Background: an optimization exercise with open tools, aiming at small area. Do not read the settings as production practice. Only simulation tests tie the RTL to the original design; equivalence was not proved.

==> flow/design.v <==
module led_display (
    input wire signed [3:0] x1,    
    input wire signed [3:0] x2,    
    input wire display_select,     
    output reg [6:0] seg1,         
    output reg [6:0] seg2          
);
    reg signed [3:0] value;       
    reg [3:0] abs_value;          
    always @(*) begin
        value = (display_select == 0) ? x1 : x2;
        abs_value = (value < 0) ? -value : value;
    end
    always @(*) begin
        if (value < 0)
            seg1 = 7'b0111111;  
        else
            seg1 = 7'b1000000;  
    end
    always @(*) begin
        case (abs_value)
            4'd0: seg2 = 7'b1000000;  
            4'd1: seg2 = 7'b1111001;  
            4'd2: seg2 = 7'b0100100;  
            4'd3: seg2 = 7'b0110000;  
            4'd4: seg2 = 7'b0011001;  
            4'd5: seg2 = 7'b0010010;  
            4'd6: seg2 = 7'b0000010;  
            4'd7: seg2 = 7'b1111000;  
            4'd8: seg2 = 7'b0000000;  
            4'd9: seg2 = 7'b0010000;  
            4'd10: seg2 = 7'b0001000;  
            4'd11: seg2 = 7'b0000011;  
            4'd12: seg2 = 7'b1000110;  
            4'd13: seg2 = 7'b0100001;  
            4'd14: seg2 = 7'b0000110;  
            4'd15: seg2 = 7'b0001110;  
            default: seg2 = 7'b1111111;  
        endcase
    end
endmodule
module quadratic_sequence (
    input wire i_clk,              
    input wire i_rst_n,            
    input wire i_write_en,         
    input wire i_read_en,          
    input wire signed [4:0] i_data,  
    output reg [1:0] o_result,     
    output wire [6:0] led1_data,   
    output wire [6:0] led2_data,   
    output wire [6:0] led1_A, led2_A, led1_B, led2_B, led1_C, led2_C  
);
    parameter IDLE        = 4'b0000,
              GET_A       = 4'b0001,
              GET_B       = 4'b0010,
              GET_C       = 4'b0011,
              CALC_DELTA  = 4'b0100,
              CALC_SQRT   = 4'b0101,
              CALC_ROOTS  = 4'b0110,
              FINISH      = 4'b0111,
              READ_X      = 4'b1000,
              READ_X1     = 4'b1001,
              READ_X2     = 4'b1010;
    reg signed [3:0] reg_A, reg_B, reg_C;  
    reg signed [3:0] led_reg_A, led_reg_B, led_reg_C;  
    reg signed [15:0] delta;               
    reg signed [3:0] sqrt_delta;           
    reg signed [3:0] reg_X, reg_X1, reg_X2;  
    reg [2:0] CNT;                         
    reg [3:0] current_state;               
    reg i_write_en_prev, i_read_en_prev;   
	reg signed [3:0] o_data;
    reg signed [4:0] temp_value;  
    led_display display_data (
        .x1(o_data),
        .x2(o_data),  
        .display_select(1'b0),
        .seg1(led1_data),
        .seg2(led2_data)
    );
    led_display display_A (
        .x1(led_reg_A),
        .x2(led_reg_A),  
        .display_select(1'b0),
        .seg1(led1_A),
        .seg2(led2_A)
    );
    led_display display_B (
        .x1(led_reg_B),
        .x2(led_reg_B),  
        .display_select(1'b0),
        .seg1(led1_B),
        .seg2(led2_B)
    );
    led_display display_C (
        .x1(led_reg_C),
        .x2(led_reg_C),  
        .display_select(1'b0),
        .seg1(led1_C),
        .seg2(led2_C)
    );
    always @(posedge i_clk or negedge i_rst_n) begin
        if (!i_rst_n) begin
            reg_A <= 0;
            reg_B <= 0;
            reg_C <= 0;
            led_reg_A <= 0;
            led_reg_B <= 0;
            led_reg_C <= 0;
            delta <= 0;
            sqrt_delta <= 0;
            reg_X <= 0;
            reg_X1 <= 0;
            reg_X2 <= 0;
            o_result <= 0;
            o_data <= 0;
            CNT <= 0;
            current_state <= IDLE;
            i_write_en_prev <= 0;
            i_read_en_prev <= 0;
        end else begin
            i_write_en_prev <= !i_write_en;
            i_read_en_prev <= !i_read_en;
            if (!i_write_en && !i_write_en_prev) begin
                CNT <= CNT + 1;
            end
            if (i_data[4] == 1'b0) begin
                temp_value = $signed(i_data[3:0]);  
            end else begin
                temp_value = -$signed(i_data[3:0]);  
            end
            if (temp_value > 7) temp_value = 4'sd7;
            else if (temp_value < -8) temp_value = -4'sd8;
            case (current_state)
                IDLE: begin
                    CNT <= 0;
                    if (!i_read_en && !i_read_en_prev) begin
                        case (o_result)
                            2'b10: begin  
                                current_state <= READ_X;
                            end
                            2'b11: begin  
                                current_state <= READ_X1;
                            end
                            default: current_state <= IDLE;  
                        endcase
                    end else if (!i_write_en && !i_write_en_prev) begin
                        reg_A <= temp_value[3:0];
                        led_reg_A <= temp_value[3:0];
                        current_state <= GET_A;
                    end
                end
                GET_A: begin
                    if (!i_write_en && !i_write_en_prev) begin
                        reg_B <= temp_value[3:0];
                        led_reg_B <= temp_value[3:0];
                        current_state <= GET_B;
                    end
                end
                GET_B: begin
                    if (!i_write_en && !i_write_en_prev) begin
                        reg_C <= temp_value[3:0];
                        led_reg_C <= temp_value[3:0];
                        current_state <= GET_C;
                    end
                end
                GET_C: begin
                    if (CNT == 3'd2) begin
                        current_state <= CALC_DELTA;
                    end
                end
                CALC_DELTA: begin
                    delta <= (reg_B * reg_B) - (4 * reg_A * reg_C);
                    current_state <= CALC_SQRT;
                end
                CALC_SQRT: begin
                    case (delta)
                        16'd0:  sqrt_delta <= 4'd0;
                        16'd1:  sqrt_delta <= 4'd1;
                        16'd4:  sqrt_delta <= 4'd2;
                        16'd9:  sqrt_delta <= 4'd3;
                        16'd16: sqrt_delta <= 4'd4;
                        16'd25: sqrt_delta <= 4'd5;
                        16'd36: sqrt_delta <= 4'd6;
                        16'd49: sqrt_delta <= 4'd7;
                        16'd64: sqrt_delta <= 4'd8;
                        16'd81: sqrt_delta <= 4'd9;
                        16'd100: sqrt_delta <= 4'd10;
                        16'd121: sqrt_delta <= 4'd11;
                        16'd144: sqrt_delta <= 4'd12;
                        16'd169: sqrt_delta <= 4'd13;
                        16'd196: sqrt_delta <= 4'd14;
                        16'd225: sqrt_delta <= 4'd15;
                        default: sqrt_delta <= 4'd0;  
                    endcase
                    current_state <= CALC_ROOTS;
                end
                CALC_ROOTS: begin
                    if (reg_A != 0) begin
                        reg_X  <= (-reg_B) / (2 * reg_A);
                        reg_X1 <= (-reg_B + $signed({4'b0, sqrt_delta})) / (2 * reg_A);
                        reg_X2 <= (-reg_B - $signed({4'b0, sqrt_delta})) / (2 * reg_A);
                    end else begin
                        reg_X <= 0;
                        reg_X1 <= 0;
                        reg_X2 <= 0;
                    end
                    current_state <= FINISH;
                end
                FINISH: begin
                    if (delta < 0)
                        o_result <= 2'b01;  
                    else if (delta == 0)
                        o_result <= 2'b10;  
                    else
                        o_result <= 2'b11;  
                    current_state <= IDLE;
                end
                READ_X: begin
                    o_data <= reg_X;  
                    if (!i_read_en && !i_read_en_prev) begin
                        current_state <= IDLE;
                    end
                end
                READ_X1: begin
                    o_data <= reg_X1;  
                    if (!i_read_en && !i_read_en_prev) begin
                        current_state <= READ_X2;
                    end
                end
                READ_X2: begin
                    o_data <= reg_X2;  
                    if (!i_read_en && !i_read_en_prev) begin
                        current_state <= IDLE;
                    end
                end
                default: current_state <= IDLE;
            endcase
        end
    end
endmodule
==> flow/run.sh <==
#!/bin/bash
# synth_recipe.tcl (not shown) runs the flow's synth.tcl, then flattens the netlist and writes it again
# the make line also repeats each setting of config.mk as NAME=value (left out here)
make -C /OpenROAD-flow-scripts/flow DESIGN_CONFIG=/design/flow/config.mk WORK_HOME=/design/flow/orfs CLKGATE_MAP_FILE= SYNTH_SCRIPT=/design/flow/synth_recipe.tcl finish
==> flow/config.mk <==
export PLATFORM = sky130hd
export DESIGN_NAME = quadratic_sequence
export DESIGN_NICKNAME = quadratic_sequence
export VERILOG_FILES = /design/flow/design.v
export SDC_FILE = /design/flow/constraint.sdc
export NUM_CORES = 4
export LEC_CHECK = 0
export CAP_MARGIN = 20
export CORE_MARGIN = 2
export CORE_UTILIZATION = 40
export PLACE_DENSITY = 0.6
export SLEW_MARGIN = 20
==> flow/constraint.sdc <==
create_clock -name core_clock -period 80.0 [get_ports {i_clk}]
set_input_delay 16.0000 -clock core_clock [delete_from_list [all_inputs] [get_ports {i_clk}]]
set_output_delay 16.0000 -clock core_clock [all_outputs]
set_load 0.01 [all_outputs]
==> results.txt <==
synthesized netlist by cell type (143+ instances only):
master,count
a31oi_1,216
nor3_1,416
nor2_1,1133
xor2_1,340
clkbuf_1,252
ha_1,1568
o21a_1,393
nand3_1,299
a21oi_1,964
nor2b_1,188
nand2b_1,143
inv_1,549
mux2_2,170
o21ai_0,739
or3_1,190
a21o_1,487
nand2_1,1286
xnor2_1,532
sequential cells by signal, indices dropped and copies added (netlist names):
register         cells
led_reg_C            4
o_data               4
CNT                  3
led_reg_A            4
delta               10
sqrt_delta           4
reg_X1               4
reg_X                4
o_result             2
reg_X2               4
current_state        4
led_reg_B            4
i_read_en_prev       1
i_write_en_prev      1
stage by stage:
stage,hold slack (ps),instances
final,481.5,16197
after global routing,534.5,16197
after CTS,487.6,16183
after detailed placement,469.5,16175
after global placement,465.4,16175
after floorplan,442.2,13344
critical path: cells and delay by family, from the launching register on:
family / cells / cell delay, ps
xor+xnor: 2 / 380
buf+inv: 24 / 5320
mux: 7 / 2280
simple gates: 65 / 15900
flops: 1 / 610
fa+ha+maj: 33 / 10110
compound gates: 155 / 39830
cell type report:
type | count | area (um2) | share of cell area [%]
clock inverter | 3 | 25.02 | 0.02653
tap | 2805 | 3510 | 3.721
inverter | 558 | 2118 | 2.246
multi-input combinational | 12383 | 84070 | 89.13
sequential | 53 | 1329 | 1.409
clock buffer | 5 | 125.1 | 0.1326
timing repair buffer | 390 | 3149 | 3.339
worst paths after layout:
path / slack [ps] / cells past startpoint / start / end
worst max register to register: 5230 / 286 / led_reg_B[0] / reg_X[2]
worst max-delay path: 5230 / 286 / led_reg_B[0] / reg_X[2]
worst min-delay path: 480 / 2 / reg_X[2] / reg_X[2]
max in group asynchronous: 63550 / 2 / i_rst_n / led_reg_B[3]
worst min register to register: 480 / 2 / reg_X[2] / reg_X[2]
min in group asynchronous: 15850 / 2 / i_rst_n / reg_X2[2]
repair_timing:
action	in CTS	in global routing
gates cloned	0	1
endpoints found under the setup margin	4	12
resized for setup	6	90
pin swaps	0	6
buffers inserted	0	12
layer usage:
metal / wire length (um) / part of all wire, % / up-vias / global-route usage (%)
met4: 9027 / 3.2 / 2 / 6.759
met2: 124500 / 44 / 2171 / 41.44
met5: 13 / 0.0046 / - / 0
met1: 136100 / 48 / 41438 / 35.21
li1: - / - / 46915 / -
met3: 12670 / 4.5 / 324 / 1.376
logic make-up after synthesis:
| logic type | count (synthesis) |
|---|---|
| AND/OR/NAND/NOR | 4347 |
| AO/OA/AOI/OAI | 4163 |
| adder cells (fa/ha/maj) | 1598 |
| buffers and inverters | 909 |
| XOR/XNOR | 877 |
| multiplexers | 258 |
| flip-flops | 53 |
| other | 2 |
==> results.json <==
{
  "status": "no timing/DRC/antenna violations",
  "final_common_cell": "ha_1",
  "cp_max_fo": 32,
  "final_util_pct": 45.06,
  "place_hpwl_um": 239500,
  "htree_levels": 2,
  "die_h_um": 462.7,
  "arrival_ps": 74970,
  "cts_tree": "done",
  "synth_warnings": 2,
  "core_um2": 209400,
  "setup_tns_ps": 0,
  "totalWireLength_um": 282300,
  "placed_area_um2": 93660,
  "final_cell_area_um2": 94330,
  "cp_slowest_stage_delay_ps": 640,
  "rows": 168,
  "setup_viol": 0,
  "gp_congestion": 0.9886,
  "postCtsHoldBufs": 0,
  "grt-ovfl-total": 0,
  "synth-adder-area-share_pct": 24.03,
  "yosys_register_bits": 53,
  "grt_pass1_vias": 82978,
  "drtIter0Drc": 6679,
  "tightest_slew_ps": 1143,
  "timing.fmax_mhz": 13.37,
  "root_buffer": "clkbuf_16",
  "final_cell_mix": "ha_1 (1565), nand2_1 (1281), conb_1 (1139)",
  "clk_pin_slew_ps": 80,
  "hp-class": "reg2reg",
  "crit_path_end_kind": "flip-flop",
  "drc": 0,
  "cts_max_path_buffers": 2,
  "synth_area_leaders": "ha_1 (23%), nand2_1 (5.7%), a21oi_1 (5.7%)",
  "crit_required_ps": 80200,
  "synth_area_per_cell_um2": 6.894,
  "async_flop_share_pct": 100.0,
  "drive_above_1_share_pct": 6.377,
  "synth_edf_count": 0,
  "ys_types": 121,
  "maxCapViolations": 0,
  "synth_flop_cell": "dfrtp_1",
  "finClkSkew_ps": 19.92,
  "slew_viol_final": 0,
  "start_kind": "flip-flop",
  "port_buffers": 66,
  "syn_inst": 12207,
  "cts_inserted_buffers": 5,
  "path_common_cell": "ha_1",
  "drt-vias-per-instance": 5.609,
  "antenna_found_initial": 4,
  "start_util_pct": 40.19,
  "first_pass_iters": 6,
  "worst_slack_ps": 5231,
  "period_share_pct": 93.46,
  "die_w_um": 462.7,
  "critPathSlowestCell": "a2111oi_0",
  "slew_headroom_pct": 22.98,
  "synth_xor_area_share_pct": 9.172,
  "yosys.area.top_type_share_pct": 23.31,
  "synth_compound_area_share_pct": 33.16,
  "area_growth_pct": 12.10,
  "final_hold_viol_count": 0,
  "die-area_um2": 214100,
  "num-fill-cells": 22225,
  "ioPinCount": 67,
  "synth_area_um2": 84150,
  "dr_total_vias": 90850,
  "yosys.area.top_type": "ha_1",
  "seq_area_frac_synth_pct": 1.576,
  "min_period_ps": 74770,
  "wl_per_cell_um": 17.43,
  "synth_top_family_by_area": "compound AO/OA/AOI/OAI gates",
  "grt_pass1_wl_um": 447700,
  "yosys.area_share.simple_pct": 24.45,
  "clock-sinks": 53,
  "clock_latency_ps": 340,
  "grt_max_degree": 54,
  "crit_type": "reg2reg",
  "ant_nets": 0,
  "pre_cts_ws_ps": -660.3,
  "synthMuxAreaShare_pct": 3.351,
  "final_nets": 14998,
  "n_antenna_cell": 0,
  "track_usage_pct": 25.11
}

port drivers added, routing unchanged:
Ports are ideal in the flow. The routed layout listed here was re-timed in OpenROAD. Step 1 assumes that a clkbuf_16 drives the clock port and a buf_2 every other input. Step 2 also shifts input and output timing later by t, the mid clock arrival at the registers, as if the neighbouring blocks saw the same clock. Three values: no drivers, after step 1, after step 2; two values: the first two.
shift t [ns]: 0.394
slack for setup (ns): 5.231 / 5.231 / 5.231
worst hold slack (ns): 0.482 / 0.482 / 0.482
pins driven straight from the clock port: 1
After both steps this run still meets setup and hold. For this run, drivers alone change the setup slack by 0.000 ns; drivers and shift together by 0.000 ns.
